Context: an optimization exercise on an open-source flow, tuned for small area and a short achievable clock period. The choices shown serve that exercise and are no tape-out recipe. In this exercise RTL edits were held to simulation tests only and were not proved equivalent to the original. No activity file was given, so power comes from the tool's default toggle rates.

== build 70 ==
==> module fpa, before the edit <==
module fpa(
  input  wire        clk,
  input  wire        reset,
  input  wire [11:0] A,
  input  wire [11:0] B,
  input  wire [11:0] C,
  input  wire [11:0] D,
  input  wire        pushin,
  output reg         pushout,
  output reg  [11:0] Z
);
  function automatic ge5(input [4:0] a, input [4:0] b);
    reg [4:0] g, n; reg g43, n43, g21, n21, g4_1, n4_1;
    begin
      g = ~a & b; n = ~(a & ~b);
      g43 = g[4] | (n[4] & g[3]);  n43 = n[4] & n[3];
      g21 = g[2] | (n[2] & g[1]);  n21 = n[2] & n[1];
      g4_1 = g43 | (n43 & g21);    n4_1 = n43 & n21;
      ge5 = ~(g4_1 | (n4_1 & g[0]));
    end
  endfunction
  wire [4:0] eA = A[10:6], eB = B[10:6], eC = C[10:6], eD = D[10:6];
  wire gAB = ge5(eA, eB), gAC = ge5(eA, eC), gAD = ge5(eA, eD);
  wire gBC = ge5(eB, eC), gBD = ge5(eB, eD), gCD = ge5(eC, eD);
  wire selA = gAB & gAC & gAD;
  wire selB = ~gAB & gBC & gBD;
  wire selC = ~gAC & ~gBC & gCD;
  wire selD = ~gAD & ~gBD & ~gCD;
  wire [4:0] mx0 = ({5{selA}} & eA) | ({5{selB}} & eB) | ({5{selC}} & eC) | ({5{selD}} & eD);
  reg [5:0] f1A, f1B, f1C, f1D;
  reg [4:0] e1A, e1B, e1C, e1D, mx1;
  reg [3:0] s1;
  reg       v1;
  always @(posedge clk) begin
    f1A <= A[5:0]; f1B <= B[5:0]; f1C <= C[5:0]; f1D <= D[5:0];
    e1A <= eA; e1B <= eB; e1C <= eC; e1D <= eD;
    s1  <= {A[11], B[11], C[11], D[11]};
    mx1 <= mx0;
    v1  <= reset ? 1'b0 : pushin;
  end
  function automatic [10:0] align(input [5:0] f, input [4:0] e, input [4:0] mx);
    reg [4:0] sh; reg [10:0] v;
    begin
      sh = mx - e;
      v = (|e) ? {1'b1, f, 4'b0000} : 11'd0;
      v = sh[0] ? {1'b0, v[10:1]} : v;
      v = sh[1] ? {2'b0, v[10:2]} : v;
      v = sh[2] ? {4'b0, v[10:4]} : v;
      v = sh[3] ? {8'b0, v[10:8]} : v;
      align = sh[4] ? 11'd0 : v;
    end
  endfunction
  reg [10:0] t2A, t2B, t2C, t2D;
  reg [3:0]  s2;
  reg [4:0]  mx2;
  reg        v2;
  always @(posedge clk) begin
    t2A <= align(f1A, e1A, mx1);
    t2B <= align(f1B, e1B, mx1);
    t2C <= align(f1C, e1C, mx1);
    t2D <= align(f1D, e1D, mx1);
    s2  <= s1;
    mx2 <= mx1;
    v2  <= reset ? 1'b0 : v1;
  end
  wire [2:0]  nn2 = 3'd0 - (s2[3] + s2[2] + s2[1] + s2[0]);
  wire [13:0] q0 = {nn2,  t2A ^ {11{s2[3]}}};
  wire [13:0] q1 = {3'b0, t2B ^ {11{s2[2]}}};
  wire [13:0] q2 = {3'b0, t2C ^ {11{s2[1]}}};
  wire [13:0] q3 = {3'b0, t2D ^ {11{s2[0]}}};
  wire [13:0] a1 = q0 ^ q1 ^ q2;
  wire [13:0] b1 = {(q0[12:0] & q1[12:0]) | (q0[12:0] & q2[12:0]) | (q1[12:0] & q2[12:0]), s2[3]};
  wire [13:0] a2 = a1 ^ b1 ^ q3;
  wire [13:0] b2 = {(a1[12:0] & b1[12:0]) | (a1[12:0] & q3[12:0]) | (b1[12:0] & q3[12:0]), s2[2]};
  reg [13:0] g3, p3;
  reg [1:0]  s3;
  reg [4:0]  mx3;
  reg        v3;
  always @(posedge clk) begin
    g3  <= a2 & b2;
    p3  <= a2 ^ b2;
    s3  <= s2[1:0];
    mx3 <= mx2;
    v3  <= reset ? 1'b0 : v2;
  end
  reg [13:0] G, P;
  reg [13:0] Gn, Pn;
  integer i, lv;
  always @* begin
    G = g3; P = p3;
    G[0] = g3[0] | (p3[0] & s3[1]);
    P[0] = 1'b0;
    for (lv = 1; lv < 16; lv = lv * 2) begin
      Gn = G; Pn = P;
      for (i = 0; i < 14; i = i + 1)
        if ((i & lv) != 0) begin
          Gn[i] = G[i] | (P[i] & G[(i & ~(lv - 1)) - 1]);
          Pn[i] = P[i] & P[(i & ~(lv - 1)) - 1];
        end
      G = Gn; P = Pn;
    end
  end
  wire [13:0] cin = {G[12:0], s3[1]};
  wire [13:0] S   = p3 ^ cin;
  wire        sgn = S[13];
  reg [12:0] W4;
  reg        ci4, sgn4;
  reg [4:0]  mx4;
  reg        v4;
  always @(posedge clk) begin
    W4   <= S[12:0] ^ {13{sgn}};
    ci4  <= s3[0] ^ sgn;
    sgn4 <= sgn;
    mx4  <= mx3;
    v4   <= reset ? 1'b0 : v3;
  end
  wire [12:0] M;
  genvar gk;
  assign M[0] = W4[0] ^ ci4;
  generate for (gk = 1; gk < 13; gk = gk + 1) begin : g_inc
    assign M[gk] = W4[gk] ^ (ci4 & (&W4[gk-1:0]));
  end endgenerate
  wire        wz = ~|W4;
  reg [3:0] lzw;
  integer q;
  always @* begin
    lzw = 4'd15;
    for (q = 0; q < 13; q = q + 1)
      if (W4[q]) lzw = 4'd12 - q;
  end
  wire d3 = lzw[3], d2 = lzw[2], d1 = lzw[1], d0 = lzw[0];
  wire [13:0] N1 = d3 ? {M[5:0], 8'd0} : {1'b0, M};
  wire [13:0] N2 = d2 ? {N1[9:0], 4'd0} : N1;
  wire [13:0] N3 = d1 ? {N2[11:0], 2'd0} : N2;
  wire [13:0] N4 = d0 ? {N3[12:0], 1'b0} : N3;
  reg        sgn5, nz5, ov5;
  reg [5:0]  fr5;
  reg [5:0]  k5;
  reg        v5;
  always @(posedge clk) begin
    sgn5 <= sgn4;
    nz5  <= ~wz | ci4;
    ov5  <= N4[13] | wz;             
    fr5  <= N4[13] ? 6'd0 : N4[11:6];
    k5   <= {1'b0, mx4} - {2'b00, (wz ? 4'd13 : lzw)};    
    v5   <= reset ? 1'b0 : v4;
  end
  wire [6:0] e7 = {k5[5], k5} + {6'd0, ov5} + 7'd2;
  wire zero  = ~nz5 | e7[6] | ~|e7[5:1];                    
  wire sathi = ~e7[6] & (e7[5] | &e7[4:0]);                  
  wire e30   = ~e7[6] & ~e7[5] & (e7[4:0] == 5'd30);
  wire sat   = sathi | (e30 & fr5[5] & fr5[4] & (|fr5[3:0]));
  wire [11:0] res = zero ? 12'h000 : sat ? {sgn5, 5'b11110, 6'b110000} : {sgn5, e7[4:0], fr5};
  always @(posedge clk) begin
    Z       <= res;
    pushout <= reset ? 1'b0 : v5;
  end
endmodule
==> flow/config.mk <==
export PLATFORM = sky130hd
export DESIGN_NAME = fpa
export DESIGN_NICKNAME = fpa
export VERILOG_FILES = /design/flow/design.v
export SDC_FILE = /design/flow/constraint.sdc
export NUM_CORES = 4
export LEC_CHECK = 0
export ABC_AREA = 1
export CAP_MARGIN = 20
export CORE_MARGIN = 2
export CORE_UTILIZATION = 40
export CTS_BUF_LIST = sky130_fd_sc_hd__clkbuf_8
export SETUP_SLACK_MARGIN = 2.7
export SLEW_MARGIN = 20
==> flow/constraint.sdc <==
create_clock -name core_clock -period 5.0 [get_ports {clk}]
set_input_delay 1.0000 -clock core_clock [delete_from_list [all_inputs] [get_ports {clk}]]
set_output_delay 1.0000 -clock core_clock [all_outputs]
set_load 0.01 [all_outputs]
standard.sh (not shown) runs the stock make flow with config.mk's settings and CLKGATE_MAP_FILE= SYNTH_SCRIPT=/design/flow/synth_recipe.tcl, a recipe that flattens the netlist after the stock synthesis.
==> flow/flow/run.sh <==
#!/bin/bash
set -euo pipefail
export BUFFER_PORTS_ARGS="-buffer_cell sky130_fd_sc_hd__buf_1"
export CTS_ARGS="-sink_clustering_enable -repair_clock_nets -dont_use_dummy_load -buf_list sky130_fd_sc_hd__clkbuf_8"
bash standard.sh > standard.log 2>&1
Input-level comparison between build 54 and build 70:
-- flow/design.v --
<<< build 70, line 53
  reg [10:0] t2A, t2B, t2C, t2D;
  reg [3:0]  s2;
  reg [4:0]  mx2;
  reg        v2;
>>> build 54, line 53
  reg [10:0] t2A, t2B, t2C, t2D;
  reg [3:0]  s2;
  reg [2:0]  nn2;
  reg [4:0]  mx2;
  reg        v2;
<<< build 70, line 61
    t2D <= align(f1D, e1D, mx1);
    s2  <= s1;
    mx2 <= mx1;
    v2  <= reset ? 1'b0 : v1;
  end
  wire [2:0]  nn2 = 3'd0 - (s2[3] + s2[2] + s2[1] + s2[0]);
  wire [13:0] q0 = {nn2,  t2A ^ {11{s2[3]}}};
  wire [13:0] q1 = {3'b0, t2B ^ {11{s2[2]}}};
>>> build 54, line 62
    t2D <= align(f1D, e1D, mx1);
    s2  <= s1;
    nn2 <= 3'd0 - (s1[3] + s1[2] + s1[1] + s1[0]);
    mx2 <= mx1;
    v2  <= reset ? 1'b0 : v1;
  end
  wire [13:0] q0 = {nn2,  t2A ^ {11{s2[3]}}};
  wire [13:0] q1 = {3'b0, t2B ^ {11{s2[2]}}};
<<< build 70, line 136
  reg        sgn5, nz5, ov5;
  reg [5:0]  fr5;
  reg [5:0]  k5;
  reg        v5;
  always @(posedge clk) begin
>>> build 54, line 137
  reg        sgn5, nz5, ov5;
  reg [5:0]  fr5;
  reg [3:0]  lz5;
  reg [4:0]  mx5;
  reg        v5;
  always @(posedge clk) begin
<<< build 70, line 143
    ov5  <= N4[13] | wz;             
    fr5  <= N4[13] ? 6'd0 : N4[11:6];
    k5   <= {1'b0, mx4} - {2'b00, (wz ? 4'd13 : lzw)};    
    v5   <= reset ? 1'b0 : v4;
  end
  wire [6:0] e7 = {k5[5], k5} + {6'd0, ov5} + 7'd2;
  wire zero  = ~nz5 | e7[6] | ~|e7[5:1];                    
  wire sathi = ~e7[6] & (e7[5] | &e7[4:0]);                  
>>> build 54, line 145
    ov5  <= N4[13] | wz;             
    fr5  <= N4[13] ? 6'd0 : N4[11:6];
    lz5  <= wz ? 4'd13 : {d3, d2, d1, d0};
    mx5  <= mx4;
    v5   <= reset ? 1'b0 : v4;
  end
  wire [6:0] e7 = {2'b00, mx5} + {6'd0, ov5} + 7'd2 - {3'b000, lz5};
  wire zero  = ~nz5 | e7[6] | ~|e7[5:1];                    
  wire sathi = ~e7[6] & (e7[5] | &e7[4:0]);                  
NOTE cell-internal power build 70->build 54 increased by a few percent. Design area on build 54 is up relative to build 70. Overall routed net length: build 54 better than build 70. Measured against each other, build 70 and build 54 differ in sequential share of layout area, the higher figure coming from build 54. Compared build 54 against build 70; sequential power within noise. Against build 70 as the reference, build 54 delivers a lower via count. Higher fraction of standard cell area in multi-input logic was reported by build 70, not build 54. Compared to build 70, build 54 leaves less free space in the core. Summary of build 54 over build 70: power shows an increase of 1.6%, post-route minimum period shows a reduction of 13 ps.

separate check: timing with driven ports:
The flow's constraints put no driver on any port. The routed layouts listed below were extracted and timed again, unchanged, in two steps.
Step 1 (the two cells are an assumption about what drives the block):
set clk [get_ports {clk}]
set_driving_cell -lib_cell sky130_fd_sc_hd__clkbuf_16 $clk
set_driving_cell -lib_cell sky130_fd_sc_hd__buf_2 [delete_from_list [all_inputs] $clk]
Step 2 also shifts input and output timing later by t, the mid clock arrival at the registers, as if the neighbouring blocks saw the same clock.
Slacks: ideal / step 1 / step 2; pairs: ideal / step 1.
| run | t (ns) | slack for setup (ns) | hold WS [ns] | clock arrival spread, ns | worst register clock-pin slew, ns |
|---|---|---|---|---|---|
| build 70 | 0.493 | 2.808 / 2.808 / 2.373 | 0.327 / 0.327 / 0.327 | 0.051 / 0.051 | 0.12 / 0.12 |
| build 54 | 0.489 | 2.820 / 2.820 / 2.437 | 0.328 / 0.328 / 0.328 | 0.035 / 0.035 | 0.10 / 0.10 |
After both steps every run listed still meets setup and hold. The setup slack of build 70, which loses most, moves by 0.000 ns with the drivers and by -0.435 ns with both steps.
